Background: an optimization exercise with open tools, aiming at small area. Do not read the settings as production practice.
Only simulation tests tie the RTL to the original design; equivalence was not proved.
Power figures rest on the tool's default switching activity, not on a simulated workload.

File: flow/run.sh
#!/bin/bash
# synth_recipe.tcl (not shown) runs the flow's synth.tcl, then flattens the netlist and writes it again
# the make line also repeats each setting of config.mk as NAME=value (left out here)
make -C /OpenROAD-flow-scripts/flow DESIGN_CONFIG=/design/flow/config.mk WORK_HOME=/design/flow/orfs CLKGATE_MAP_FILE= SYNTH_SCRIPT=/design/flow/synth_recipe.tcl finish
File: flow/config.mk
export PLATFORM = sky130hd
export DESIGN_NAME = top
export DESIGN_NICKNAME = top
export VERILOG_FILES = /design/flow/design.v
export SDC_FILE = /design/flow/constraint.sdc
export NUM_CORES = 8
export LEC_CHECK = 0
export CAP_MARGIN = 20
export CORE_MARGIN = 2
export CORE_UTILIZATION = 40
export SLEW_MARGIN = 20
File: flow/constraint.sdc
create_clock -name core_clock -period 10.0 [get_ports {clk}]
set_input_delay 2.0000 -clock core_clock [delete_from_list [all_inputs] [get_ports {clk}]]
set_output_delay 2.0000 -clock core_clock [all_outputs]
set_load 0.01 [all_outputs]
File: flow/design.v
module flex_counter
#(
    parameter  NUM_CNT_BITS = 4
)
(
    input logic clk, n_rst, clear, count_enable,
    input logic [NUM_CNT_BITS-1 : 0] rollover_val,
    output logic [NUM_CNT_BITS-1 : 0] count_out,
    output logic rollover_flag
);
    logic next_rollover_flag;
    logic [NUM_CNT_BITS-1 : 0] next_count_out;
    always_ff @ (posedge clk, negedge n_rst) begin
        if(n_rst == 0) begin
            count_out <= 0;
            rollover_flag <= 0;
        end
        else begin
            count_out <= next_count_out;
            rollover_flag <= next_rollover_flag;
        end
    end
    always_comb begin
        if(clear) begin
            next_count_out = 0;
        end
        else begin
            if(count_enable) begin
                if(count_out == rollover_val) begin
                    next_count_out = 1;
                end
                else begin
                    next_count_out = count_out + 1;
                end
            end
            else begin
                next_count_out = count_out;
            end
        end
    end
    always_comb begin
        if(clear) begin
            next_rollover_flag = 0;
        end
        else begin
            if(rollover_val == next_count_out) begin
                next_rollover_flag = 1;
            end
            else begin
                next_rollover_flag = 0;
            end
        end
    end
endmodule
module flex_stp_sr
#(
    parameter NUM_BITS = 8,
    parameter SHIFT_MSB = 1
)
(
    input logic clk, n_rst, shift_enable, serial_in,
    output logic [NUM_BITS-1:0] parallel_out
);
    logic [NUM_BITS - 1:0] nxt_parallel_out;
    always_ff @( posedge clk, negedge n_rst ) begin
        if(n_rst == 0) begin
            parallel_out <= '1;
        end
        else begin
            parallel_out <= nxt_parallel_out;
        end
    end
    always_comb begin 
        if(shift_enable) begin
            if(SHIFT_MSB) begin
                nxt_parallel_out = {parallel_out[NUM_BITS - 2:0], serial_in};
            end
            else begin
                nxt_parallel_out = {serial_in, parallel_out[NUM_BITS - 1:1]};
            end
        end
        else begin
            nxt_parallel_out = parallel_out;
        end
    end
endmodule
module flex_pts_sr
#(
    parameter NUM_BITS = 4,
    parameter SHIFT_MSB = 1
)
(
    input logic clk, n_rst, shift_enable, load_enable,
    input logic [NUM_BITS-1 : 0] parallel_in,
    output logic serial_out
);
    logic [NUM_BITS-1 : 0] next_parallel;
    logic [NUM_BITS-1 : 0] parallel_out;
    always_ff @ (posedge clk, negedge n_rst) begin
        if(n_rst == 0) begin
            parallel_out <= '1;
        end
        else begin
            parallel_out <= next_parallel;
        end
    end
    always_comb begin
        if(load_enable) begin
            next_parallel = parallel_in;
        end
        else if(shift_enable) begin
            if(SHIFT_MSB) begin
                next_parallel = {parallel_out[NUM_BITS-2 : 0], 1'b1};
            end
            else begin
                next_parallel = {1'b1, parallel_out[NUM_BITS-1 : 1]};
            end       
        end
        else begin
            next_parallel = parallel_out;
        end
    end
    always_comb begin
        if(!SHIFT_MSB) begin
            serial_out = parallel_out[0];
        end
        else begin
            serial_out = parallel_out[NUM_BITS - 1];
        end
    end
endmodule
module sync_high
(
    input logic clk, n_rst, async_in,
    output logic sync_out
);
    logic temp;
    always_ff @( posedge clk, negedge n_rst ) begin : Synchronizer
        if(n_rst == 1'b0) begin
            sync_out <= 1'b1;
            temp <= 1'b1;
        end
        else begin
            temp <= async_in;
            sync_out <= temp;
        end
    end
endmodule
module sync_low
(
    input logic clk, n_rst, async_in,
    output logic sync_out
);
    logic temp;
    always_ff @( posedge clk, negedge n_rst ) begin : Synchronizer
        if(n_rst == 1'b0) begin
            sync_out <= 1'b0;
            temp <= 1'b0;
        end
        else begin
            temp <= async_in;
            sync_out <= temp;
        end
    end
endmodule
module eop_detector
(
    input logic clk, n_rst, dp_sync, dm_sync,
    output logic eop
);
    assign eop = (!dm_sync && !dp_sync);
endmodule
module edge_detector
(
    input logic clk, n_rst, dp_sync,
    output logic d_edge
);
    logic dp_temp;
    assign d_edge = (!dp_sync & dp_temp);
    always_ff @( posedge clk, negedge n_rst ) begin : Synchronizer
        if(n_rst == 1'b0) begin
            dp_temp <= 1'b1;
        end
        else begin
            dp_temp <= dp_sync;
        end
    end
endmodule
module decoder
(
    input logic clk, n_rst, dp_sync, eop, shift_enable,
    output logic d_orig
);
    logic temp_mid, temp_end, next_temp_end;
    assign d_orig = !(temp_mid ^ temp_end);
    always_ff @( posedge clk, negedge n_rst ) begin : Synchronizer
        if(n_rst == 1'b0) begin
            temp_mid <= 1'b1;
            temp_end <= 1'b1;
        end
        else begin
            temp_mid <= dp_sync;
            temp_end <= next_temp_end;
        end
    end
    always_comb begin
        if(shift_enable) begin
            if(eop) begin
                next_temp_end = 1'b1;
            end
            else begin
                next_temp_end = temp_mid;
            end
        end
        else begin
            next_temp_end = temp_end;
        end
    end
endmodule
module timer
(   
    input logic clk, n_rst, d_edge, rcving,
    output logic shift_enable, byte_received
);
    logic nxt_shift_enable;
    logic [3:0] count, nxt_count;
    always_ff @( posedge clk, negedge n_rst ) begin
        if(!n_rst) begin
            count <= 4'd5;
            shift_enable <= 1'b0;
        end
        else begin
            count <= nxt_count;
            shift_enable <= nxt_shift_enable;
        end
    end
    always_comb begin
        nxt_count = count;
        if(d_edge) begin
            nxt_count = 4'd5;
        end
        else if(rcving) begin
            if(count == 4'd8)begin
                nxt_count = 4'd1;
            end
            else begin
                nxt_count = count + 4'd1;
            end
        end
    end
    always_comb begin
        nxt_shift_enable = 1'b0;
        if(d_edge) begin
            nxt_shift_enable = 1'b0;
        end
        else if(nxt_count == 4'd8) begin
            nxt_shift_enable = 1'b1;
        end
        else begin
            nxt_shift_enable = 1'b0;
        end
    end
    flex_counter #( .NUM_CNT_BITS(4)) bit_counter (.clk(clk), .n_rst(n_rst), .clear(byte_received || !rcving), .count_enable(shift_enable), .rollover_val(4'd8), 
                                .rollover_flag(byte_received), .count_out());
endmodule
module shift_register
(   
    input logic clk, n_rst, d_orig, shift_enable,
    output logic [7:0] data
);
    flex_stp_sr #(.NUM_BITS(8), .SHIFT_MSB(0)) sr0 ( .clk(clk), .n_rst(n_rst), .shift_enable(shift_enable),
                                                    .serial_in(d_orig), .parallel_out(data));
endmodule
module rcu (
    input logic clk, n_rst, d_edge, eop, shift_enable, byte_received, buff_full,
    input logic [5:0] buffer_occupancy,
    input logic [7:0] data, 
    output logic rcving, w_enable, r_error, flush, data_en, buff_clear, data_ready,
    output logic [2:0] pid
);
    localparam SYNC_BYTE = 8'b10000000;
    typedef enum logic [4:0] { IDLE, EIDLE, SYNC, PID_CHK, DATA_RCV, DATA_LOAD, LOAD_WAIT, BUFF_CLEAR, INC_PCKT, ERR, EOP_WAIT, EEOP_WAIT, ADDR_CHK, ENDP1, ENDP2, ENDP_CHK, CRC_RCV, DATA_READY, PRE_EOP_WAIT } states;
    states state, nxt_state;
    logic nxt_w_enable, nxt_r_error, nxt_flush, nxt_data_en, nxt_buff_clear, nxt_data_ready;
    logic [2:0] nxt_pid;
    always_ff @( posedge clk, negedge n_rst ) begin
        if(!n_rst) begin
            state <= IDLE;
            w_enable <= 0;
            r_error <= 0;
            flush <= 0;
            data_en <= 0;
            buff_clear <= 0;
            data_ready <= 0;
            pid <= 3'b0;
        end
        else begin
            state <= nxt_state;
            w_enable <= nxt_w_enable;
            r_error <= nxt_r_error;
            flush <= nxt_flush;
            data_en <= nxt_data_en;
            buff_clear <= nxt_buff_clear;
            data_ready <= nxt_data_ready;
            pid <= nxt_pid;
        end
    end
    always_comb begin
        nxt_state = state;
        case(state) 
            IDLE: if(d_edge) nxt_state = SYNC;
            EIDLE: if(d_edge) nxt_state = SYNC;
            SYNC: begin
                if((eop && shift_enable)) nxt_state = EOP_WAIT;
                else if((data == SYNC_BYTE) && byte_received) nxt_state = PID_CHK;
                else if((data != SYNC_BYTE) && byte_received) nxt_state = ERR;
            end
            PID_CHK: begin
                if(byte_received) begin
                    if((data[3:0] == 4'b0011) || (data[3:0] == 4'b1011)) nxt_state = DATA_RCV;
                    else if((data[3:0] == 4'b0001) || (data[3:0] == 4'b1001)) nxt_state = ADDR_CHK;
                    else if((data[3:0] == 4'b0010) || (data[3:0] == 4'b1010) || (data[3:0] == 4'b1110)) nxt_state = PRE_EOP_WAIT;
                    else nxt_state = ERR;
                end
            end
            DATA_RCV:begin
                if(eop && byte_received) nxt_state = DATA_LOAD;
                else if(eop && shift_enable) nxt_state = INC_PCKT;
                else if(buff_full) nxt_state = DATA_LOAD;
            end
            DATA_LOAD: begin
                if(eop && shift_enable) nxt_state = EOP_WAIT;
                else nxt_state = LOAD_WAIT;
            end
            LOAD_WAIT: if(shift_enable) nxt_state = BUFF_CLEAR;
            BUFF_CLEAR: begin
                if(eop) nxt_state = EOP_WAIT;
                else if(shift_enable) nxt_state = DATA_RCV;
            end
            INC_PCKT: if(eop && shift_enable) nxt_state = EIDLE;
            ERR: if(eop && shift_enable) nxt_state = EEOP_WAIT;
            PRE_EOP_WAIT: begin
                if(!eop && shift_enable) nxt_state = ERR;
                else if(eop && shift_enable) nxt_state = EOP_WAIT;
            end
            EOP_WAIT: begin
                if(!eop && shift_enable) nxt_state = ERR;
                else if(eop && shift_enable) nxt_state = DATA_READY;
            end
            EEOP_WAIT: begin
                if(!eop && shift_enable) nxt_state = ERR;
                else if(eop && shift_enable) nxt_state = EIDLE;
            end
            ADDR_CHK: begin
                if(byte_received && (data == 8'b0)) nxt_state = ENDP1;
                else if(byte_received && !(data == 8'b0)) nxt_state = ERR;
            end
            ENDP1: if(shift_enable) nxt_state = ENDP2;
            ENDP2: if(shift_enable) nxt_state = ENDP_CHK;
            ENDP_CHK: begin
                if(shift_enable) begin
                    if((data[7:5] == 3'b0)) nxt_state = CRC_RCV;
                    else nxt_state = ERR;
                end 
            end
            CRC_RCV: if(eop && shift_enable) nxt_state = EOP_WAIT;
            DATA_READY: nxt_state = IDLE;
        endcase
    end
    always_comb begin
        nxt_data_en = 1'b0;
        nxt_buff_clear = 1'b0;
        nxt_data_ready = 1'b0;
        nxt_pid = pid;
        rcving = 1'b1;
        nxt_w_enable = w_enable;
        nxt_r_error = r_error;
        nxt_flush = flush;
        case(state)
            IDLE: begin
                rcving = 1'b0;
                nxt_w_enable = 1'b0;
                nxt_r_error = 1'b0;
                nxt_flush = 1'b0;
                nxt_pid = 3'b0;
            end
            EIDLE: begin
                rcving = 1'b0;
                nxt_w_enable = 1'b0;
                nxt_r_error = 1'b1;
                nxt_flush = 1'b0;
                nxt_pid = 3'b0;
            end
            SYNC: begin
                rcving = 1'b1;
                nxt_w_enable = 1'b0;
                nxt_r_error = 1'b0;
                nxt_flush = 1'b1;
                nxt_pid = 3'b0;
            end
            PID_CHK: begin
                rcving = 1'b1;
                nxt_w_enable = 1'b0;
                nxt_r_error = 1'b0;
                nxt_flush = 1'b0;
                if(byte_received) begin
                    case(data[3:0])
                        4'b0001: nxt_pid = 3'b001;
                        4'b1001: nxt_pid = 3'b010;
                        4'b0011: nxt_pid = 3'b011;
                        4'b1011: nxt_pid = 3'b100;
                        4'b0010: nxt_pid = 3'b101;
                        4'b1010: nxt_pid = 3'b110;
                        4'b1110: nxt_pid = 3'b111;
                        default: nxt_pid = 3'b000;
                    endcase
                end
            end
            DATA_RCV: begin
                rcving = 1'b1;
                nxt_w_enable = 1'b0;
                nxt_r_error = 1'b0;
                nxt_flush = 1'b0;
                nxt_pid = pid;
                nxt_data_en = 1'b1;
            end
            DATA_LOAD: begin
                rcving = 1'b1;
                nxt_w_enable = 1'b1;
                nxt_r_error = 1'b0;
                nxt_flush = 1'b0;
                nxt_pid = pid;
                nxt_data_en = 1'b1;
            end
            LOAD_WAIT: nxt_w_enable = 1'b0;
            BUFF_CLEAR: nxt_buff_clear = 1'b1;
            ERR: begin
                rcving = 1'b1;
                nxt_w_enable = 1'b0;
                nxt_r_error = 1'b1;
                nxt_flush = 1'b0;
                nxt_pid = pid;
            end
            INC_PCKT: begin
                rcving = 1'b1;
                nxt_w_enable = 1'b1;
                nxt_r_error = 1'b1;
                nxt_flush = 1'b0;
                nxt_pid = pid;
            end
            EOP_WAIT: begin
                rcving = 1'b1;
                nxt_w_enable = 1'b0;
                nxt_r_error = 1'b0;
                nxt_flush = 1'b0;
                nxt_pid = pid;
            end
            EEOP_WAIT: begin
                rcving = 1'b1;
                nxt_w_enable = 1'b0;
                nxt_r_error = 1'b1;
                nxt_flush = 1'b0;
                nxt_pid = pid;
            end
            CRC_RCV: begin
                rcving = 1'b1;
                nxt_w_enable = 1'b0;
                nxt_r_error = 1'b0;
                nxt_flush = 1'b0;
                nxt_pid = pid;
            end
            DATA_READY: nxt_data_ready = 1'b1;
        endcase
    end
endmodule
module rx_data_buffer
(
    input logic clk, n_rst, byte_received, data_en, buff_clear,
    input logic [7:0] data,
    output logic buff_full,
    output logic [31:0] rcv_data
);
    logic [2:0] count, nxt_count;
    logic [31:0] nxt_rcv_data;
    always_ff @( posedge clk, negedge n_rst ) begin : Synchronizer
        if(n_rst == 1'b0) begin
            rcv_data <= 32'b0;
            count <= 3'b0;
        end
        else begin
            rcv_data <= nxt_rcv_data;
            count <= nxt_count;
        end
    end
    always_comb begin
        nxt_rcv_data = rcv_data;
        if(byte_received && data_en) begin
            nxt_rcv_data = {data, rcv_data[31:8]};
        end
        else if(buff_clear) begin
            nxt_rcv_data = 32'b0;
        end
    end
    always_comb begin
        buff_full = 1'b0;
        if(count == 3'd4) begin
            buff_full = 1'b1;
        end
    end
    always_comb begin
        nxt_count = count;
        if(byte_received && data_en) begin
            nxt_count = count + 1;
        end
        else if(count == 3'd4) begin
            nxt_count = 2'b0;
        end
    end
endmodule
module usb_receiver(
    input logic clk, n_rst, dp_i, dm_i, 
    input logic [5:0] buffer_occupancy,
    output logic w_enable, rcving, r_error, flush, data_ready,
    output logic [2:0] pid,
    output logic [31:0] rcv_data
);
    logic dp_sync, dm_sync, eop, d_orig, d_edge, shift_enable, byte_received, buff_full, data_en, buff_clear;
    logic [7:0] data;
    sync_high high_synchonizer ( .clk(clk), .n_rst(n_rst), .async_in(dp_i), .sync_out(dp_sync) );
    sync_low low_synchonizer ( .clk(clk), .n_rst(n_rst), .async_in(dm_i), .sync_out(dm_sync) );
    eop_detector eop_detc ( .clk(clk), .n_rst(n_rst), .dp_sync(dp_sync), .dm_sync(dm_sync), .eop(eop) );
    edge_detector edge_detc ( .clk(clk), .n_rst(n_rst), .dp_sync(dp_sync), .d_edge(d_edge) );
    decoder decode ( .clk(clk), .n_rst(n_rst), .dp_sync(dp_sync), .eop(eop), .shift_enable(shift_enable), .d_orig(d_orig) );
    timer time_block ( .clk(clk), .n_rst(n_rst), .d_edge(d_edge), .rcving(rcving), .shift_enable(shift_enable), .byte_received(byte_received) );
    shift_register shift_reg ( .clk(clk), .n_rst(n_rst), .d_orig(d_orig), .shift_enable(shift_enable), .data(data) );
    rcu controller ( .clk(clk), .n_rst(n_rst), .d_edge(d_edge), .eop(eop), .shift_enable(shift_enable), .byte_received(byte_received), .buff_full(buff_full), .data(data), .data_ready(data_ready),
                     .buffer_occupancy(buffer_occupancy), .rcving(rcving), .w_enable(w_enable), .buff_clear(buff_clear), .r_error(r_error), .flush(flush), .data_en(data_en), .pid(pid) );
    rx_data_buffer data_buffer ( .clk(clk), .n_rst(n_rst), .byte_received(byte_received), .data_en(data_en), .buff_clear(buff_clear), .data(data), .buff_full(buff_full), .rcv_data(rcv_data) );
endmodule
module timer_tx (
    input logic enable_timer, clk, n_rst,
    output logic byte_complete, clk12
);
    logic [3:0] count_out1;
    logic [3:0] count_out2;
    flex_counter CNT1(.clk(clk), .n_rst(n_rst), .clear(!enable_timer),
                    .count_enable(enable_timer), .rollover_val(4'b1000), 
                    .count_out(count_out1), .rollover_flag(clk12));
    flex_counter CNT2(.clk(clk), .n_rst(n_rst), .clear(!enable_timer),
                    .count_enable(clk12), .rollover_val(4'b1000), 
                    .count_out(count_out2), .rollover_flag(byte_complete));
endmodule
module timer2_tx (
    input logic enable_timer_bits8, clk, n_rst,
    output logic bits8
);
    logic [3:0] count_out1;
    flex_counter CNT1(.clk(clk), .n_rst(n_rst), .clear(!enable_timer_bits8),
                    .count_enable(enable_timer_bits8), .rollover_val(4'b1001), 
                    .count_out(count_out1), .rollover_flag(bits8));
endmodule
module timer3_tx (
    input logic enable_timer_bits54, enable_timer_bits52, clk, n_rst,
    output logic bits54
);
    logic [5:0] tmp_rollover_val;
    logic tmp_count_enable;
    always_comb begin
        if(enable_timer_bits52) begin
            tmp_rollover_val = 6'd52;
        end
        else if(enable_timer_bits54) begin
            tmp_rollover_val = 6'd54;
        end
        else begin
            tmp_rollover_val = '0;
        end    
    end
    assign tmp_count_enable = enable_timer_bits54 || enable_timer_bits52;
    logic [5:0] count_out1;
    flex_counter #(.NUM_CNT_BITS(6)) CNT1(.clk(clk), .n_rst(n_rst), .clear(!tmp_count_enable),
                    .count_enable(tmp_count_enable), .rollover_val(tmp_rollover_val), 
                    .count_out(count_out1), .rollover_flag(bits54));
endmodule
module timer4_tx (
    input logic enable_timer_bits51, clk, n_rst,
    output logic bits51
);
    logic [5:0] count_out1;
    flex_counter #(.NUM_CNT_BITS(6)) CNT1(.clk(clk), .n_rst(n_rst), .clear(!enable_timer_bits51),
                    .count_enable(enable_timer_bits51), .rollover_val(6'd51), 
                    .count_out(count_out1), .rollover_flag(bits51));
endmodule
module shift_register_tx (
    input logic enable_pts, clk12, clk, n_rst,
    input logic [1:0] send_data,
    input logic [2:0] tx_packet,
    input logic [7:0] tx_packet_data,
    output logic serial_out
);
    logic [7:0] data;
    logic [3:0] tx_packet_out;
    logic [3:0] tx_packet_out_held;
    logic [6:0] counter;
    always_comb begin
        case(tx_packet)
            1: begin
                tx_packet_out = 4'b0011;
            end
            2: begin
                tx_packet_out = 4'b0010;
            end
            3: begin
                tx_packet_out = 4'b1010;
            end
            4: begin
                tx_packet_out = 4'b1110;
            end
            default: tx_packet_out = '0;
        endcase
    end
    always_ff @(posedge clk, negedge n_rst) begin
        if(!n_rst) begin
            counter <= 6'b0;
            tx_packet_out_held <= 4'b0;
        end
        else begin
            if(counter == 0 &&(tx_packet_out == 4'b0011 ||
                tx_packet_out == 4'b0010 || tx_packet_out == 4'b1010 ||
                tx_packet_out == 4'b1110)) begin
                tx_packet_out_held <= tx_packet_out;
                counter <= counter + 1;
            end
            else if (counter > 0 && counter < 70) begin
                counter <= counter + 1;
            end
            else if(counter == 70)begin
                counter <= 0;
            end
        end
    end
    always_comb begin
        case (send_data)
            1: begin
                data = {8'b10000000}; 
            end
            2: begin
                data = {4'b0, tx_packet_out_held};
            end
            3: begin
                data = tx_packet_data;
            end
            default: 
                data = 0;
        endcase       
    end
    flex_pts_sr #(.NUM_BITS(8), .SHIFT_MSB(0))
        SR8(.clk(clk), .n_rst(n_rst), .shift_enable(clk12), 
        .load_enable(enable_pts), .parallel_in(data), .serial_out(serial_out));
endmodule
module encoder (
    input logic serial_out, send_EOP, clk, n_rst, clk12, enable_pts,
    output logic D_plus, D_minus
);
    typedef enum logic [1:0] {IDLE, ZERO, ONE, EOP} state_type;
    state_type curr_state, next_state;
    logic clk12_sync1;
    logic clk12_sync;
    logic enable_pts1;
    always_ff @(posedge clk, negedge n_rst) begin 
        if(!n_rst) begin
            clk12_sync1 <= 0;
            enable_pts1 <= 0;
        end
        else begin
            clk12_sync1 <= clk12;
            enable_pts1 <= enable_pts;
        end
    end
    always_ff @(posedge clk, negedge n_rst) begin 
        if(!n_rst) begin
            clk12_sync <= 0;
        end
        else begin
            clk12_sync <= clk12_sync1 || enable_pts1;
        end
    end
    always_ff @(posedge clk, negedge n_rst) begin
        if(!n_rst) begin
            curr_state <= IDLE;
        end
        else begin
            curr_state <= next_state;
        end
    end
    always_comb begin
        next_state = curr_state;
        D_minus = 0;
        D_plus = 0;
        case (curr_state)
            IDLE: begin
                D_plus = 1;
                D_minus = 0;
                if(serial_out == 0 && clk12_sync) begin
                    next_state = ZERO;
                end
                else if(serial_out == 1 && clk12_sync) begin
                    next_state = ONE;
                end
            end
            ZERO: begin
                D_plus = 0;
                D_minus = 1;
                if(send_EOP == 1) begin
                    next_state = EOP;
                end
                else if(serial_out == 0 && clk12_sync) begin
                    next_state = ONE;
                end
            end
            ONE: begin
                D_plus = 1;
                D_minus = 0;
                if(send_EOP == 1) begin
                    next_state = EOP;
                end
                else if(serial_out == 0 && clk12_sync) begin
                    next_state = ZERO;
                end
            end
            EOP: begin
                D_plus = 0;
                D_minus = 0;
                if(send_EOP == 1) begin
                    next_state = EOP;
                end
                else begin
                    next_state = IDLE;
                end
            end
        endcase
    end
endmodule
module controller_tx (
    input logic [2:0] tx_packet, 
    input logic byte_complete, clk, n_rst,
    input logic bits8, bits54, bits51, 
    input logic [5:0] buffer_occupancy,
    output logic enable_timer, send_EOP, enable_pts, tx_transfer_active, tx_error, get_tx_packet_data,
    output logic [1:0] send_data,
    output logic enable_timer_bits8,
    output logic enable_timer_bits54,
    output logic enable_timer_bits52,
    output logic enable_timer_bits51 
);
    typedef enum logic [4:0] {IDLE, SYNC1, SYNC2, PID, DISABLE_EN1, DISABLE_EN2, EOP1, EOP2, DISABLE_EN3, DISABLE_EN4, DISABLE_EN5, DATA, PID1, 
                            WAIT1, WAIT2, WAIT3, WAIT4, PTS, PTS1, PTS2, PTS3, GET1, GET2, ERROR} state_type;
    state_type curr_state, next_state;
    always_ff @(posedge clk, negedge n_rst) begin
        if(!n_rst) begin
            curr_state <= IDLE;
        end
        else begin
            curr_state <= next_state;
        end
    end
    always_comb begin
        next_state = curr_state;
        enable_timer = 0;
        send_EOP = 0;
        enable_pts = 0;
        tx_transfer_active = 0;
        tx_error = 0;
        send_data = '0;
        get_tx_packet_data = 0;
        enable_timer_bits8 = 0;
        enable_timer_bits54 = 0;
        enable_timer_bits52 = 0; 
        enable_timer_bits51 = 0; 
        case(curr_state)
            IDLE: begin
                if(tx_packet == 2 || tx_packet == 3 || tx_packet == 4) begin
                    next_state = SYNC1;
                end
                else if(tx_packet == 1) begin
                    next_state = SYNC2;               
                end
            end
            SYNC1: begin
                send_data = 2'b1;
                enable_timer = 1;
                enable_pts = 1;
                tx_transfer_active = 1;
                enable_timer_bits8 = 1;
                next_state = DISABLE_EN1;
            end
            DISABLE_EN1: begin
                enable_timer = 1;
                send_data = 2'd1;
                tx_transfer_active = 1;
                enable_timer_bits8 = 1;
                if(bits8) begin
                    next_state = WAIT4;
                end
            end
            WAIT4: begin
                enable_timer = 1;
                enable_timer_bits54 = 1;
                tx_transfer_active = 1;
                if(bits54) begin
                    next_state = PTS3;
                    enable_pts = 1;
                    send_data = 2'd2;
                end
            end
            PTS3: begin
                enable_timer = 1;
                send_data = 2'd2;
                tx_transfer_active = 1;
                if(byte_complete) begin
                    next_state = PID;
                end
            end
            PID: begin
                send_data = 2'd2;
                enable_timer_bits8 = 1;
                enable_timer = 1;
                tx_transfer_active = 1;
                next_state = DISABLE_EN2;
            end
            DISABLE_EN2: begin
                enable_timer = 1;
                tx_transfer_active = 1;
                enable_timer_bits8 = 1;
                if(bits8) begin
                    next_state = WAIT3;
                end
            end
            EOP1: begin
                send_EOP = 1;
                tx_transfer_active = 1;
                next_state = IDLE;
            end 
            EOP2: begin
                tx_transfer_active = 1;
                next_state = IDLE;
            end
            SYNC2: begin
                send_data = 2'd1;
                enable_timer = 1;
                enable_pts = 1;
                tx_transfer_active = 1;
                enable_timer_bits8 = 1;  
                next_state = DISABLE_EN3;
            end
            DISABLE_EN3: begin
                enable_timer = 1;
                send_data = 2'd1;
                tx_transfer_active = 1;
                enable_timer_bits8 = 1;
                if(bits8) begin
                    next_state = WAIT1;
                end
            end
            WAIT1: begin
                enable_timer = 1;
                enable_timer_bits54 = 1;
                tx_transfer_active = 1;
                if(bits54) begin
                    next_state = PTS;
                    enable_pts = 1;
                    send_data = 2'd2;
                end
            end
            PTS: begin
                enable_timer = 1;
                send_data = 2'd2;
                tx_transfer_active = 1;
                if(byte_complete) begin
                    next_state = PID1;
                end
            end
            PID1: begin
                send_data = 2'd2;
                enable_timer_bits8 = 1;  
                tx_transfer_active = 1;
                next_state = DISABLE_EN4;
                enable_timer = 1;
            end
            DISABLE_EN4: begin
                enable_timer = 1;
                tx_transfer_active = 1;
                enable_timer_bits8 = 1;
                if(bits8) begin
                    next_state = WAIT2;
                end
            end
            WAIT2: begin
                enable_timer = 1;
                enable_timer_bits52 = 1;
                enable_timer_bits51 = 1;
                tx_transfer_active = 1;
                if(bits51) begin
                    next_state = GET1;
                    get_tx_packet_data = 1;
                end
            end
            GET1: begin
                enable_timer = 1;
                tx_transfer_active = 1;
                if(bits54) begin
                    next_state = PTS1;
                    enable_pts = 1;
                    send_data = 2'd3;
                end
            end
            PTS1: begin
                enable_timer = 1;
                send_data = 2'd3;
                tx_transfer_active = 1;
                if(byte_complete) begin
                    next_state = DATA;
                end
            end
            DATA: begin
                send_data = 2'd3;
                tx_transfer_active = 1;
                enable_timer_bits8 = 1;
                if(buffer_occupancy == 0) begin
                    next_state = ERROR;
                end
                next_state = DISABLE_EN5;
                enable_timer = 1;
            end
            DISABLE_EN5: begin
                enable_timer = 1;
                tx_transfer_active = 1;
                enable_timer_bits8 = 1;
                if(bits8) begin
                    next_state = WAIT3;
                end
            end
            WAIT3: begin
                enable_timer = 1;
                enable_timer_bits52 = 1;
                tx_transfer_active = 1;
                enable_timer_bits51 = 1;
                if(bits51) begin
                    next_state = GET2;
                    get_tx_packet_data = 1;
                end
            end
            GET2: begin
                enable_timer = 1;
                tx_transfer_active = 1;
                if(bits54) begin
                    enable_pts = 1;
                    next_state = PTS2;
                    send_data = 2'd3;
                end
            end
            PTS2: begin
                enable_timer = 1;
                tx_transfer_active = 1;            
                if(byte_complete) begin
                    if(buffer_occupancy == 0) begin
                        send_EOP = 1;
                        next_state = EOP1;
                    end
                    else begin
                        send_data = 2'd3;
                        next_state = DATA;
                    end
                end
            end
            ERROR: begin
                tx_error = 1;
                next_state = IDLE;
            end
        endcase
    end
endmodule
module usb_tx (
    input logic [5:0] buffer_occupancy, 
    input logic clk, n_rst,
    input logic [7:0] tx_packet_data, 
    input logic [2:0] tx_packet, 
    output logic tx_transfer_active, tx_error, dplus_out, dminus_out, get_tx_packet_data
);
    logic enable_timer;
    logic byte_complete;
    logic [1:0] send_data;
    logic enable_pts;
    logic send_EOP;
    logic clk12;
    logic [7:0] data;
    logic serial_out;
    logic enable_timer_bits8;  
    logic bits8;  
    logic enable_timer_bits54;
    logic bits54;
    logic enable_timer_bits52;
    logic bits51;
    logic enable_timer_bits51;
    controller_tx CONTROLLER(.tx_packet(tx_packet),
                            .byte_complete(byte_complete), 
                            .clk(clk), 
                            .n_rst(n_rst),
                            .enable_timer(enable_timer),
                            .send_EOP(send_EOP),
                            .enable_pts(enable_pts),
                            .tx_transfer_active(tx_transfer_active), 
                            .tx_error(tx_error), 
                            .get_tx_packet_data(get_tx_packet_data),
                            .send_data(send_data),
                            .bits8(bits8),
                            .enable_timer_bits8(enable_timer_bits8),
                            .bits54(bits54),
                            .enable_timer_bits54(enable_timer_bits54),
                            .bits51(bits51),
                            .enable_timer_bits51(enable_timer_bits51),
                            .enable_timer_bits52(enable_timer_bits52),
                            .buffer_occupancy(buffer_occupancy));
    timer_tx TIMER(.clk(clk),
                    .n_rst(n_rst),
                    .enable_timer(enable_timer),
                    .byte_complete(byte_complete),
                    .clk12(clk12));
    timer2_tx TIMER2(.clk(clk),
                    .n_rst(n_rst),
                    .enable_timer_bits8(enable_timer_bits8),
                    .bits8(bits8));
    timer3_tx TIMER3(.clk(clk),
                    .n_rst(n_rst),
                    .enable_timer_bits54(enable_timer_bits54),
                    .enable_timer_bits52(enable_timer_bits52),
                    .bits54(bits54));
    timer4_tx TIMER4(.clk(clk),
                    .n_rst(n_rst),
                    .enable_timer_bits51(enable_timer_bits51),
                    .bits51(bits51));
    shift_register_tx SHIFT_REG(.clk(clk), .n_rst(n_rst),
                            .clk12(clk12), 
                            .enable_pts(enable_pts),
                            .send_data(send_data),
                            .tx_packet(tx_packet),
                            .tx_packet_data(tx_packet_data),
                            .serial_out(serial_out));
    encoder ENCODER_TX(.clk(clk), .n_rst(n_rst),
                        .serial_out(serial_out), 
                        .send_EOP(send_EOP),
                        .D_plus(dplus_out),
                        .D_minus(dminus_out),
                        .clk12(clk12),
                        .enable_pts(enable_pts));
endmodule
module data_buffer_tx (
    input logic store_tx_data, clear, get_tx_packet_data, clk, n_rst,
    input logic [31:0] tx_data,
    input logic [1:0] hsize,
    output logic [7:0] tx_packet_data, 
    output logic [5:0] buffer_occupancy
);
    logic [6:0] write_ptr1;
    logic [5:0] read_ptr;
    logic [5:0] write_addr;
    logic empty;
    logic full;
    logic [6:0] next_write_ptr1;
    logic [5:0] next_read_ptr;
    logic [7:0] mem [64];
    logic [31:0] data_in;
    logic [7:0] data_out;
    logic [7:0] next_tx_packet_data;
    logic [5:0] next_buffer_occupancy;
    logic [5:0] buffer_occupancy1;
    always_ff @(posedge clk, negedge n_rst) begin
        if(!n_rst) begin
            read_ptr <= 0;
            write_ptr1[0] <= 0;
            write_ptr1[1] <= 0;
            write_ptr1[2] <= 0;
            write_ptr1[3] <= 0;
            write_ptr1[4] <= 0;
            write_ptr1[5] <= 0;
            write_ptr1[6] <= 0;
            tx_packet_data <= 0;
            buffer_occupancy1 <= 0;
        end
        else begin
            read_ptr <= next_read_ptr;
            write_ptr1 <= next_write_ptr1;
            tx_packet_data <= next_tx_packet_data;
            buffer_occupancy1 <= next_buffer_occupancy;
        end      
    end
    always_ff @(posedge clk, negedge n_rst) begin : write_data
        if(!n_rst) begin
            integer j;
            data_out <= 0;
            for (j = 0; j <= 63; j = j + 1) begin
                mem[j] <= 0;
            end
        end
        else if(clear) begin
            integer i;
            for (i = 0; i <= 63; i = i + 1) begin
                mem[i] <= 0;
            end
        end
        else begin
            case (hsize)
                3'd1: begin
                    mem[write_addr] <= data_in[7:0];
                end
                3'd2: begin
                    mem[write_addr] <= data_in[7:0];
                    mem[write_addr + 1] <= data_in[15:8];
                end
                3'd3: begin
                    mem[write_addr] <= data_in[7:0];
                    mem[write_addr + 1] <= data_in[15:8];
                    mem[write_addr + 2] <= data_in[23:16];
                    mem[write_addr + 3] <= data_in[31:24];
                end
                default: begin
                    mem[write_addr] <= 8'b0;
                end
            endcase
            data_out <= mem[read_ptr];
        end
    end
    always_comb begin : data_in_data_out_handle
        data_in = 0;
        next_tx_packet_data = tx_packet_data;
        if(store_tx_data == 1) begin
            data_in = tx_data;
        end
        if(get_tx_packet_data == 1) begin
            next_tx_packet_data = data_out;
        end
    end
    always_comb begin : write_ptr1_handle
        integer i;
        next_write_ptr1 = write_ptr1;
        if(clear) begin
            next_write_ptr1 = 0;
        end
        else begin
            if(store_tx_data) begin
                if(!full) begin
                    case(hsize) 
                        3'b1: begin
                            next_write_ptr1 = write_ptr1 + 6'b1;
                        end
                        3'd2: begin
                            next_write_ptr1 = write_ptr1 + 6'd2;
                        end
                        3'd3: begin
                            next_write_ptr1 = write_ptr1 + 6'd4;
                        end
                        default: begin
                            next_write_ptr1 = write_ptr1;
                        end
                    endcase
                end
            end
        end
    end 
    always_comb begin : read_ptr_handle
        next_read_ptr = read_ptr;
        if(clear) begin
            next_read_ptr = 0;
        end
        else begin
            if(get_tx_packet_data) begin
                if(!full && !empty) begin
                    next_read_ptr = read_ptr + 1;
                end
            end
        end
    end
    always_comb begin : full_empty_handle
        if(write_ptr1 == 0) begin
            empty = 1;
        end
        else begin
            empty = 0;
        end
        if(read_ptr == 63) begin
            full = 1;
        end
        else begin
            full = 0;
        end
    end
    assign write_addr = write_ptr1[5:0];
    assign next_buffer_occupancy = write_ptr1[5:0] - read_ptr;
    logic [5:0] shift_reg[62:0];
    always_ff @(posedge clk, negedge n_rst) begin
        if (!n_rst) begin
            integer i;
            for (i = 0; i < 64; i = i + 1) begin
                shift_reg[i] <= 6'b0;
            end
        end
        else begin
            integer j;
            shift_reg[0] <= buffer_occupancy1;
            for (j = 1; j < 63; j = j + 1) begin
                shift_reg[j] <= shift_reg[j - 1];
            end
        end
    end
    always_ff @(posedge clk, negedge n_rst) begin
        if(!n_rst) begin
            buffer_occupancy <= '0;
        end
        else begin
            buffer_occupancy <= shift_reg[62];
        end
    end
endmodule
module data_buffer_rx (
    input logic get_rx_data, store_rx_packet_data, flush, clk, n_rst,
    input logic [31:0] rx_packet_data,
    output logic [31:0] rx_data,
    output logic [5:0] buffer_occupancy_rx
);
    logic [6:0] write_ptr;
    logic [5:0] read_ptr;
    logic [5:0] write_addr;
    logic empty;
    logic full;
    logic [6:0] next_write_ptr;
    logic [5:0] next_read_ptr;
    logic [31:0] mem [64];
    logic [31:0] data_in;
    logic [31:0] data_out;
    logic [31:0] next_rx_data;
    logic [5:0] next_buffer_occupancy_rx;
    always_ff @(posedge clk, negedge n_rst) begin
        if(!n_rst) begin
            read_ptr <= 0;
            write_ptr <= 0;
            rx_data <= 0;  
            buffer_occupancy_rx <= 0;
        end
        else begin
            read_ptr <= next_read_ptr;
            write_ptr <= next_write_ptr;
            rx_data <= next_rx_data;
            buffer_occupancy_rx <= next_buffer_occupancy_rx;
        end      
    end
    always_ff @(posedge clk, negedge n_rst) begin : write_data
        if(!n_rst) begin
            integer j;
            data_out <= 0;
            for (j = 0; j <= 63; j = j + 1) begin
                mem[j] <= 0;
            end
        end
        else if(flush) begin
            integer i;
            for (i = 0; i <= 63; i = i + 1) begin
                mem[i] <= 0;
            end
        end
        else begin
            mem[write_addr] <= data_in;
            data_out <= mem[read_ptr];
        end
    end
    always_comb begin : data_in_data_out_handle
        data_in = 0;
        next_rx_data = rx_packet_data;
        if(store_rx_packet_data == 1) begin
            data_in = rx_packet_data;
        end
        if(get_rx_data) begin
            next_rx_data = data_out;
        end
    end
    always_comb begin : write_ptr_handle
        integer i;
        next_write_ptr = write_ptr;
        if(flush) begin
            next_write_ptr = 0;
        end
        else begin
            if(store_rx_packet_data) begin
                if(!full) begin
                    next_write_ptr = write_ptr + 1;
                end
            end
        end
    end 
    always_comb begin : read_ptr_handle
        next_read_ptr = read_ptr;
        if(flush) begin
            next_read_ptr = 0;
        end
        else begin
            if(get_rx_data) begin
                if(!full && !empty) begin
                    next_read_ptr = read_ptr + 1;
                end
            end
        end
    end
    always_comb begin : full_empty_handle
        if(write_ptr == 0) begin
            empty = 1;
        end
        else begin
            empty = 0;
        end
        if(read_ptr == 63) begin
            full = 1;
        end
        else begin
            full = 0;
        end
    end
    assign write_addr = write_ptr[5:0];
    assign next_buffer_occupancy_rx = write_ptr[5:0] - read_ptr;
endmodule
module ahb_lite_slave
(
	input logic clk, 
    input logic n_rst, 
    input logic hsel, hwrite, 
    input logic [1:0] hsize, htrans,
    input logic [3:0] haddr, 
    input logic [31:0] hwdata,
    input logic [2:0] rx_packet,
    input logic rx_data_ready, rx_transfer_active, rx_error,
    input logic tx_transfer_active, tx_error,
    input logic [5:0] buffer_occupancy,
    input logic [31:0] rx_data,
    output logic [31:0] hrdata,
    output logic hresp,  
    output logic [1:0] hsize_out,
    output logic [2:0] tx_packet,
    output logic get_rx_data, store_tx_data, clear, 
    output logic [31:0] tx_data,
    output logic d_mode  
);
logic reg_hsel, reg_hwrite;
logic [1:0] reg_hsize, reg_htrans;
logic [3:0] reg_haddr;
logic [31:0] reg_hwdata;
logic [2:0] reg_rx_packet;
logic reg_rx_data_ready, reg_rx_transfer_active, reg_rx_error;
logic reg_tx_transfer_active, reg_tx_error;
logic [5:0] reg_buffer_occupancy;
logic [31:0] reg_rx_data;
logic [31:0] next_hrdata;
logic [2:0] next_tx_packet;
logic next_get_rx_data, next_store_tx_data, next_clear; 
logic [31:0] next_tx_data;
logic next_d_mode;
logic [3:0] rx_pid_status;
logic [3:0] reg_rx_pid_status;
logic [1:0] hsize_1;
always_ff @(posedge clk, negedge n_rst)begin
    if (n_rst == 0)begin
        reg_hsel <= '0;
        reg_hwrite <= '0;
        reg_hsize <= '0;
        reg_htrans <= '0;
        reg_haddr <= '0;
        reg_hwdata <= '0;
        reg_rx_packet <= '0;
        reg_rx_data_ready <= '0;
        reg_rx_transfer_active <= '0; 
        reg_rx_error <= '0;
        reg_tx_transfer_active <= '0;
        reg_tx_error <= '0;
        reg_buffer_occupancy <= '0;
        reg_rx_data <= '0;
        reg_rx_pid_status <= '0;
        hrdata <= '0;
        tx_packet <= '0;
        get_rx_data <= '0; 
        store_tx_data <= '0; 
        clear <= '0; 
        tx_data <= '0;
        d_mode <= '0;
        hsize_out <= '0;
        hsize_1 <= '0;
    end
    else begin
        reg_hsel <= hsel;
        reg_hwrite <= hwrite;
        reg_hsize <= hsize;
        reg_htrans <= htrans;
        reg_haddr <= haddr;
        reg_hwdata <= hwdata;
        reg_rx_packet <= rx_packet;
        reg_rx_data_ready <= rx_data_ready;
        reg_rx_transfer_active <= rx_transfer_active; 
        reg_rx_error <= rx_error;
        reg_tx_transfer_active <= tx_transfer_active;
        reg_tx_error <= tx_error;
        reg_buffer_occupancy <= buffer_occupancy;
        reg_rx_data <= rx_data; 
        reg_rx_pid_status <= rx_pid_status;
        hrdata <= next_hrdata;
        tx_packet <= next_tx_packet;
        get_rx_data <= next_get_rx_data; 
        store_tx_data <= next_store_tx_data;  
        clear <= next_clear;  
        tx_data <= next_tx_data;
        d_mode <= next_d_mode;
        hsize_1 <= hsize;
        hsize_out <= hsize_1;      
    end
end
always_comb begin
    next_hrdata = 0;  
    next_tx_packet = '0;
    next_get_rx_data = 0; 
    next_store_tx_data = 0; 
    next_clear = clear;  
    next_tx_data = tx_data;
    next_d_mode = d_mode; 
    hresp = 0;
    rx_pid_status = '0;
    case (rx_packet)
    3'b010: rx_pid_status[0] = 1'b1;
    3'b001: rx_pid_status[1] = 1'b1;
    3'b101: rx_pid_status[2] = 1'b1;
    3'b110: rx_pid_status[3] = 1'b1;
    endcase
    if (reg_hsel) begin
        if (reg_hwrite)begin
            if(reg_hsize == 3)begin  
                case (reg_haddr)
                    0: next_tx_data = hwdata;
                    1: next_tx_data = hwdata;
                    2: next_tx_data = hwdata;
                    3: next_tx_data = hwdata;
                    12: begin
                        if (hwdata == 'd1)begin
                            next_store_tx_data = hwdata;
                            next_tx_packet = hwdata;
                        end
                        if (hwdata == 'd2)begin
                            next_tx_packet = hwdata;
                        end
                        if (hwdata == 'd3)begin
                            next_tx_packet = hwdata;
                        end
                        if (hwdata == 'd4)begin
                            next_tx_packet = hwdata;
                        end
                    end
                    13: next_clear = hwdata[0];  
                endcase
            end
            else if(reg_hsize == 2)begin
                case (reg_haddr)
                    0: next_tx_data[15:0]= hwdata[15:0];
                    1: next_tx_data[15:0] = hwdata[15:0];
                    2: next_tx_data[31:16] = hwdata[15:0];
                    3: next_tx_data[31:16] = hwdata[15:0];
                    12: begin
                        if (hwdata == 'd1)begin
                            next_store_tx_data = '1;
                            next_tx_packet = hwdata;
                        end
                        if (hwdata == 'd2)begin
                            next_tx_packet = hwdata;
                        end
                        if (hwdata == 'd3)begin
                            next_tx_packet = hwdata;
                        end
                        if (hwdata == 'd4)begin
                            next_tx_packet = hwdata;
                        end
                    end
                    13: next_clear = hwdata[0];
                endcase
            end
            else if(reg_hsize == 1)begin  
                case (reg_haddr)
                    0: next_tx_data[7:0] = hwdata[7:0];
                    1: next_tx_data[15:8] = hwdata[7:0];
                    2: next_tx_data[23:16] = hwdata[7:0];
                    3: next_tx_data [31:24]= hwdata[7:0];
                    12: begin
                        if (hwdata == 'd1)begin
                            next_store_tx_data = '1;
                            next_tx_packet = hwdata;
                        end
                        if (hwdata == 'd2)begin
                            next_tx_packet = hwdata;
                        end
                        if (hwdata == 'd3)begin
                            next_tx_packet = hwdata;
                        end
                        if (hwdata == 'd4)begin
                            next_tx_packet = hwdata;
                        end
                    end
                    13: begin
                        next_clear = hwdata[0]; 
                    end
                endcase
            end
        end
    end
    if (hsel)begin
        if(!hwrite)begin
            if ((reg_haddr == haddr) && (reg_hwrite == 1))begin  
                if(hsize == 3)begin  
                    case (haddr)
                        4'd0: next_hrdata = hwdata;
                        4'd1: next_hrdata = hwdata; 
                        4'd2: next_hrdata = hwdata;
                        4'd3: next_hrdata = hwdata;
                        4'd12: next_hrdata = hwdata;  
                        4'd13: next_hrdata = hwdata;  
                    endcase
                end
                else if(hsize == 2)begin  
                    case (haddr)
                        0: next_hrdata[15:0] = hwdata[15:0];
                        1: next_hrdata[15:0] = hwdata[31:16]; 
                        2: next_hrdata[15:0] = hwdata[15:0];
                        3: next_hrdata[15:0] = hwdata[31:16];
                        12: next_hrdata = hwdata;  
                        13: next_hrdata = hwdata;
                    endcase
                end
                else if(hsize == 1)begin  
                    case (haddr)
                        0: next_hrdata[7:0] = hwdata[7:0];
                        1: next_hrdata[7:0] = hwdata[15:8];
                        2: next_hrdata[7:0] = hwdata[23:16];
                        3: next_hrdata[7:0] = hwdata[31:24]; 
                        12: next_hrdata = hwdata;  
                        13: next_hrdata = hwdata;
                    endcase
                end
            end
            else begin 
                if(hsize == 3)begin  
                case (haddr)
                    0: next_hrdata = rx_data; 
                    1: next_hrdata = rx_data;
                    2: next_hrdata = rx_data;
                    3: next_hrdata = rx_data;
                    4: next_hrdata = {22'b0, tx_transfer_active, rx_transfer_active, 3'b0, rx_pid_status, rx_data_ready};
                    5: next_hrdata = {22'b0, tx_transfer_active, rx_transfer_active, 3'b0, rx_pid_status, rx_data_ready};
                    6: next_hrdata = {24'b0, tx_error, 6'b0, rx_error};
                    7: next_hrdata = {24'b0, tx_error, 6'b0, rx_error};
                    8: next_hrdata = {26'b0, buffer_occupancy};  
                    12: next_hrdata = tx_packet;  
                    13: next_hrdata = clear;
                endcase
                end
                if(hsize == 2)begin  
                    case (haddr)
                        0: next_hrdata[15:0] = rx_data[15:0];
                        1: next_hrdata[15:0] = rx_data[31:16]; 
                        2: next_hrdata[15:0] = rx_data[15:0];
                        3: next_hrdata[15:0] = rx_data[31:16];
                        4: next_hrdata[15:0] = {6'b0, tx_transfer_active, rx_transfer_active, 3'b0, rx_pid_status, rx_data_ready};
                        5: next_hrdata[15:0] = {6'b0, tx_transfer_active, rx_transfer_active, 3'b0, rx_pid_status, rx_data_ready};
                        6: next_hrdata = {8'b0, tx_error, 6'b0, rx_error};
                        7: next_hrdata = {8'b0, tx_error, 6'b0, rx_error};
                        8: next_hrdata = {10'b0, buffer_occupancy};  
                        12: next_hrdata = tx_packet;  
                        13: next_hrdata = clear;
                    endcase
                end
                if(hsize == 1)begin  
                    case (haddr)
                        0: next_hrdata[7:0] = rx_data[7:0];
                        1: next_hrdata[7:0] = rx_data[15:8];
                        2: next_hrdata[7:0] = rx_data[23:16];
                        3: next_hrdata[7:0] = rx_data[31:24]; 
                        4: next_hrdata[7:0] = {rx_transfer_active, 3'b0, rx_pid_status, rx_data_ready};
                        5: next_hrdata[7:0] = {6'b0, tx_transfer_active};
                        6: next_hrdata[7:0] = {tx_error, 6'b0, rx_error};
                        7: next_hrdata[7:0] = {8'b0};
                        8: next_hrdata[7:0] = {2'b0, buffer_occupancy};  
                        12: next_hrdata = tx_packet;  
                        13: next_hrdata = clear;
                    endcase
                end
            end
        end
    end
    if (hsel && !hwrite && ((haddr==0)||(haddr==1)||(haddr == 2)||(haddr == 3)))begin
        next_get_rx_data = 1;
    end
    if ((haddr>=4 && haddr<=8) && hwrite)begin
        hresp = 1;
    end
    if (haddr < 0 || haddr > 13)begin  
        hresp = 1;
    end
    if (haddr == 9 || haddr == 10 || haddr == 11)begin  
        hresp = 1;
    end
end
endmodule
module top
(
	input logic clk, 
    input logic n_rst,
    input logic hsel, hwrite, 
    input logic [1:0] hsize, htrans,
    input logic [3:0] haddr, 
    input logic [31:0] hwdata,
    input logic dplus_i, dminus_i,
    output logic [31:0] hrdata,
    output logic hresp, d_mode,
    output logic dplus_o, dminus_o
);
logic [2:0] rx_packet;
logic rx_data_ready, rx_transfer_active, rx_error;
logic store_rx_packet, flush_rx2ahb;
logic [31:0] rx_packet_data;  
logic tx_error, tx_transfer_active;
logic get_tx_packet_data;
logic [2:0] tx_packet;
logic get_rx_data, store_tx_data;
logic [31:0] tx_data;
logic clear_ahb2buffer;
logic [31:0] rx_data;
logic [7:0] tx_packet_data;
logic [5:0] buffer_occupancy_rx;
logic [5:0] buffer_occupancy_tx;
logic [1:0] hsize_out;
ahb_lite_slave BUS( 
                .clk(clk), 
                .n_rst(n_rst), 
                .hsel(hsel), 
                .haddr(haddr), 
                .hsize(hsize), 
                .htrans(htrans), 
                .hwrite(hwrite), 
                .hwdata(hwdata), 
                .hrdata(hrdata), 
                .hresp(hresp),
                .rx_packet(rx_packet),
                .rx_data_ready(rx_data_ready),
                .rx_transfer_active(rx_transfer_active),
                .rx_error(rx_error),
                .tx_packet(tx_packet),
                .tx_transfer_active(tx_transfer_active),
                .tx_error(tx_error),
                .buffer_occupancy(buffer_occupancy_tx),
                .rx_data(rx_data),
                .get_rx_data(get_rx_data),
                .store_tx_data(store_tx_data),
                .tx_data(tx_data),
                .clear(clear_ahb2buffer),
                .hsize_out(hsize_out),
                .d_mode(d_mode)
                );
usb_receiver RX(    
                .clk(clk), 
                .n_rst(n_rst), 
                .dp_i(dplus_i), 
                .dm_i(dminus_i),
                .buffer_occupancy(buffer_occupancy_rx),
                .pid(rx_packet),
                .data_ready(rx_data_ready),
                .rcving(rx_transfer_active),
                .r_error(rx_error),                  
                .flush(flush_rx2ahb),
                .w_enable(store_rx_packet),
                .rcv_data(rx_packet_data)
                );
usb_tx TX(  
            .clk(clk), 
            .n_rst(n_rst),
            .dplus_out(dplus_o),
            .dminus_out(dminus_o),
            .tx_transfer_active(tx_transfer_active),
            .tx_error(tx_error),
            .tx_packet(tx_packet),
            .tx_packet_data(tx_packet_data),
            .get_tx_packet_data(get_tx_packet_data),
            .buffer_occupancy(buffer_occupancy_tx)
        );
data_buffer_tx TXDBUFF(       
                    .clk(clk), 
                    .n_rst(n_rst),
                    .store_tx_data(store_tx_data), 
                    .clear(clear_ahb2buffer), 
                    .get_tx_packet_data(get_tx_packet_data), 
                    .tx_packet_data(tx_packet_data),
                    .tx_data(tx_data),
                    .hsize(hsize_out),
                    .buffer_occupancy(buffer_occupancy_tx)
                    );
data_buffer_rx RXDBUFF(       
                    .clk(clk), 
                    .n_rst(n_rst),
                    .rx_data(rx_data),
                    .get_rx_data(get_rx_data), 
                    .store_rx_packet_data(store_rx_packet), 
                    .flush(flush_rx2ahb), 
                    .rx_packet_data(rx_packet_data),
                    .buffer_occupancy_rx(buffer_occupancy_rx)
                    );
endmodule
==> impl_metrics.prom <==
# TYPE chip_impl_metric gauge
chip_impl_metric{name="row_cnt",unit=""} 241
chip_impl_metric{name="synth-edff-count",unit=""} 0
chip_impl_metric{name="hold_buf_cts",unit=""} 0
chip_impl_metric{name="globalRouteMet3Util",unit="%"} 13.3
chip_impl_info{name="layout.cells.most_common_list",value="sky130_fd_sc_hd__dfrtp_1 (3235), sky130_fd_sc_hd__o21ai_0 (2867), sky130_fd_sc_hd__nand3b_1 (2118)"} 1
chip_impl_metric{name="yosysWarningCount",unit=""} 22
chip_impl_info{name="hold_class",value="reg -> reg"} 1
chip_impl_metric{name="static-leakage-power",unit="nW"} 77.0
chip_impl_metric{name="wire_length_of_the_first_global_routing_pass",unit="mm"} 1210
chip_impl_info{name="timing.critical_path.to_type",value="output port"} 1
chip_impl_metric{name="critical_path.max_fanout",unit=""} 17
chip_impl_metric{name="synth_async_sr_flop_share",unit="%"} 100
chip_impl_metric{name="internal_power",unit="mW"} 22.7
chip_impl_info{name="rsz0062_at_grt",value="false"} 1
chip_impl_metric{name="met1_grt_util",unit="%"} 48.2
chip_impl_metric{name="maxCapViolations",unit=""} 0
chip_impl_metric{name="wl",unit="mm"} 876
chip_impl_metric{name="post_cts_resize_count",unit=""} 0
chip_impl_metric{name="netlist_instances",unit=""} 18600
chip_impl_metric{name="viasPerCell",unit=""} 7.04
chip_impl_metric{name="io_buffer_count",unit=""} 78
chip_impl_metric{name="syn-cell-area",unit="sq mm"} 0.174
chip_impl_metric{name="fin_crit_sh",unit="%"} 61.0
chip_impl_metric{name="largest_vdd_supply_drop",unit="uV"} 197
chip_impl_metric{name="finish.net_count",unit=""} 17500
chip_impl_metric{name="grt.overflow.total",unit=""} 0
chip_impl_metric{name="postSynthRegisterBits",unit=""} 3267
chip_impl_metric{name="worstPathArrival",unit="ns"} 4.10
chip_impl_metric{name="final_max_slew_viol_count",unit=""} 0
chip_impl_metric{name="cts_num_sinks",unit=""} 3267
chip_impl_metric{name="final.min_clock_period",unit="ns"} 6.10
chip_impl_metric{name="cts-buffers-inserted",unit=""} 354
chip_impl_metric{name="route.antenna.remaining_nets",unit=""} 0
chip_impl_info{name="layout.cells.most_common",value="sky130_fd_sc_hd__dfrtp_1"} 1
chip_impl_metric{name="finalClockSkew",unit="ns"} 0.0704
chip_impl_metric{name="grt_start_max_net_pins",unit=""} 294
chip_impl_info{name="run_status",value="complete, no violations"} 1
chip_impl_metric{name="die_width",unit="um"} 663
chip_impl_metric{name="vias_in_the_first_global_route",unit=""} 150000
chip_impl_metric{name="final_hold_viol_count",unit=""} 0
chip_impl_metric{name="grt_util_all_layers",unit="%"} 38.3
chip_impl_metric{name="cp_data_required_time",unit="ns"} 8.00
chip_impl_metric{name="layout-area-overhead-vs-synth",unit="%"} 10.5
chip_impl_metric{name="initial_core_util",unit="%"} 40.2
chip_impl_metric{name="ioPinCount",unit=""} 82
chip_impl_metric{name="power_switching_share",unit="%"} 27.6
chip_impl_metric{name="share_of_layout_cells_above_drive_strength_1",unit="%"} 8.40
chip_impl_metric{name="firstDrtPassIters",unit=""} 9
chip_impl_metric{name="clk_path_buf_depth",unit=""} 4
chip_impl_metric{name="timing.max_slew.rel_slack",unit="%"} 6.52
chip_impl_metric{name="drc_errors",unit=""} 0
chip_impl_metric{name="fin_setup_tns",unit="ns"} 0
chip_impl_metric{name="largest_reg_flops",unit=""} 2048
chip_impl_metric{name="yosysUniqueCellTypes",unit=""} 90
chip_impl_metric{name="syn-mean-instance-area",unit="sq um"} 9.36
chip_impl_metric{name="power.switching",unit="mW"} 8.66
chip_impl_info{name="cts.root.buffer_cell",value="sky130_fd_sc_hd__clkbuf_16"} 1
chip_impl_metric{name="f_max",unit="MHz"} 164
chip_impl_metric{name="power_density",unit="mW/mm^2"} 163
chip_impl_info{name="synth_flop_cell",value="sky130_fd_sc_hd__dfrtp_1"} 1
chip_impl_info{name="clock_tree_from_tritoncts",value="built"} 1
chip_impl_metric{name="first_iter_violations",unit=""} 29000
chip_impl_metric{name="dpl.hpwl",unit="mm"} 505
chip_impl_info{name="timing.setup.critical_path_class",value="in -> out"} 1
chip_impl_metric{name="power.share.sequential",unit="%"} 43.4
chip_impl_metric{name="clk_pin_slew",unit="ns"} 0.06
chip_impl_metric{name="die_h",unit="um"} 663
chip_impl_metric{name="dieArea",unit="sq mm"} 0.439
chip_impl_metric{name="clock_power_share",unit="%"} 44.7
chip_impl_metric{name="gpl.final_weighted_congestion",unit=""} 1.10
chip_impl_metric{name="tightest_slew",unit="ns"} 1.40
chip_impl_metric{name="number_of_antenna_violations_at_the_first_check_in_global_routing",unit=""} 101
chip_impl_metric{name="finalCoreUtilization",unit="%"} 44.5
chip_impl_metric{name="finalSetupViolations",unit=""} 0
chip_impl_info{name="busiest_layer",value="met2"} 1
chip_impl_metric{name="routed_wire_length_per_instance",unit="um"} 37.3
chip_impl_metric{name="cts-htree-levels",unit=""} 5
chip_impl_metric{name="fin_hold_ws",unit="ns"} 0.331
chip_impl_metric{name="cts_post_setup_buffers_inserted",unit=""} 0
chip_impl_info{name="crit_path_start_kind",value="input pin"} 1
chip_impl_metric{name="clkLatencyLatePin",unit="ns"} 1.07
chip_impl_metric{name="detailroute.via_count",unit=""} 166000
chip_impl_metric{name="synth_seq_area_share",unit="%"} 47.1
chip_impl_metric{name="comb_power_share",unit="%"} 11.9
chip_impl_metric{name="placeableCoreArea",unit="sq mm"} 0.432
chip_impl_metric{name="groute.layer.met2.usage",unit="%"} 52.8
chip_impl_metric{name="postSynthNetCount",unit=""} 18700
## metal layers
metal / share of wire, % / wire, um
met1: 36 / 315000
met5: 0.088 / 767
met2: 40 / 350000
met4: 10 / 91100
met3: 14 / 119000
## synth_stat cells, types with 14 or more instances
cell                           n  share of area (%)
sky130_fd_sc_hd__clkbuf_1   1762                3.8
sky130_fd_sc_hd__or3_1       107               0.39
sky130_fd_sc_hd__nor4_1       55               0.20
sky130_fd_sc_hd__and3_1      115               0.41
sky130_fd_sc_hd__nand4_1     251               0.90
sky130_fd_sc_hd__a21oi_1    1166                3.4
sky130_fd_sc_hd__nor2_1     1020                2.2
sky130_fd_sc_hd__a221o_1     138               0.80
sky130_fd_sc_hd__a2bb2oi_1   106               0.53
sky130_fd_sc_hd__a2111oi_0    31               0.16
sky130_fd_sc_hd__a221oi_1    218                1.1
sky130_fd_sc_hd__nor3_1      202               0.58
sky130_fd_sc_hd__xor2_1       26               0.13
sky130_fd_sc_hd__dfstp_2      22               0.33
sky130_fd_sc_hd__o211ai_1    397                1.7
sky130_fd_sc_hd__nand2b_1     59               0.21
sky130_fd_sc_hd__xnor2_1      38               0.19
sky130_fd_sc_hd__o21ai_0    2867                8.3
sky130_fd_sc_hd__mux2i_1     873                5.0
sky130_fd_sc_hd__a22o_1      209                1.1
sky130_fd_sc_hd__a211oi_1     20              0.086
sky130_fd_sc_hd__buf_1       145               0.31
sky130_fd_sc_hd__nand3_1     502                1.4
sky130_fd_sc_hd__o2bb2ai_1   298                1.5
sky130_fd_sc_hd__inv_1        67               0.14
sky130_fd_sc_hd__a31oi_1      19              0.068
sky130_fd_sc_hd__nor3b_1      18              0.078
sky130_fd_sc_hd__a22oi_1     746                3.2
sky130_fd_sc_hd__nor4b_1      14              0.071
sky130_fd_sc_hd__and4_1       17              0.086
sky130_fd_sc_hd__dfrtp_1    3245                 47
sky130_fd_sc_hd__mux2_2       85               0.55
sky130_fd_sc_hd__ha_1         55               0.40
sky130_fd_sc_hd__nor2b_1      42               0.15
sky130_fd_sc_hd__and2_1      103               0.37
sky130_fd_sc_hd__nor3_2       40               0.23
sky130_fd_sc_hd__o22ai_1      75               0.27
sky130_fd_sc_hd__o31ai_1      36               0.16
sky130_fd_sc_hd__a32oi_1      25               0.13
sky130_fd_sc_hd__nand4b_1     34               0.17
sky130_fd_sc_hd__nand2_1     885                1.9
sky130_fd_sc_hd__buf_2       122               0.35
sky130_fd_sc_hd__nand3b_1   2118                9.2
## power by group through the flow
stage	Sequential, mW	Clock (mW)	Combinational (mW)
after floorplan	13.7	0	2.40
after global placement	13.8	0	3.59
after detailed placement	13.8	0	3.57
after CTS	13.6	14.0	3.58
after global routing	13.6	14.5	3.84
final	13.6	14.0	3.73
## per-stage QoR
stage          power [mW]  std cells  area [sq um]  setup slack [ns]
2_1_floorplan        16.1      18600        174000              4.93
6_report             31.3      23500        192000              3.90
3_3_place_gp         17.4      22800        179000              3.98
3_5_place_dp         17.4      22800        179000              3.98
4_1_cts              31.2      23400        192000              3.98
5_1_grt              32.0      23400        192000              3.83
## area by class of cell
class,instances,area [sq um]
tap,5710,7140
fill,41000,240000
clock buffer,513,10400
antenna,80,200
inverter,71,274
timing repair buffer,563,4850
clock inverter,123,1630
multi-input combinational,13200,85500
sequential,3267,81800
## worst max-delay path: stages
cell                              delay (ns)
sky130_fd_sc_hd__clkdlybuf4s50_1        0.83
sky130_fd_sc_hd__nand2_1                0.34
sky130_fd_sc_hd__o21ai_0                0.12
sky130_fd_sc_hd__a21oi_1                0.22
sky130_fd_sc_hd__clkdlybuf4s50_1        0.57
## path summary, 6_finish.rpt
check / cells past startpoint / start / endpoint / slack (ns)
worst min register to register: 0 / TXDBUFF.shift_reg[60][5]$_DFF_PN0_ / TXDBUFF.shift_reg[61][5]$_DFF_PN0_ / 0.33
max in group asynchronous: 3 / n_rst / RXDBUFF.mem[27][0]$_DFFE_PN0P_ / 6.77
min in group asynchronous: 1 / n_rst / TX.SHIFT_REG.counter[2]$_DFFE_PN0P_ / 0.86
worst max register to register: 9 / RXDBUFF.read_ptr[4]$_DFFE_PN0P_ / RXDBUFF.data_out[14]$_DFFE_PN0N_ / 4.62
worst min-delay path: 0 / TXDBUFF.shift_reg[60][5]$_DFF_PN0_ / TXDBUFF.shift_reg[61][5]$_DFF_PN0_ / 0.33
worst max-delay path: 5 / haddr[2] / hresp / 3.90
## kinds of logic (layout without fill, tap and decap cells)
group,after synthesis,after routing,synth area share (%)
other,1,81,0.00216
AO/OA/AOI/OAI,6450,6450,22.9
flip-flops,3267,3267,47.1
adder cells (fa/ha/maj),57,57,0.414
buffers and inverters,2108,1270,4.66
XOR/XNOR,67,67,0.351
multiplexers,963,963,5.65
AND/OR/NAND/NOR,5649,5649,18.9

## static timing again, ports no longer ideal
How much do the figures lean on ideal ports? The routed layout below was timed once more, with nothing changed but the port constraints. Step 1 assumes that a clkbuf_16 drives the clock port and a buf_2 every other input. Step 2 times the ports against the registers' clock, not the clock port: input delays grow and output delays shrink by t, the midpoint of the rising clock arrivals with the driver on. Slacks: ideal / step 1 / step 2; pairs: ideal / step 1.
shift t [ns]: 1.151
setup slack, ns: 3.903 / 3.881 / 3.881
latest minus earliest clock arrival (ns): 0.082 / 0.082
slew at the worst register clock pin (ns): 0.07 / 0.07
After both steps setup and hold are still met in this run. For this run, drivers alone change the setup slack by -0.022 ns; drivers and shift together by -0.022 ns.
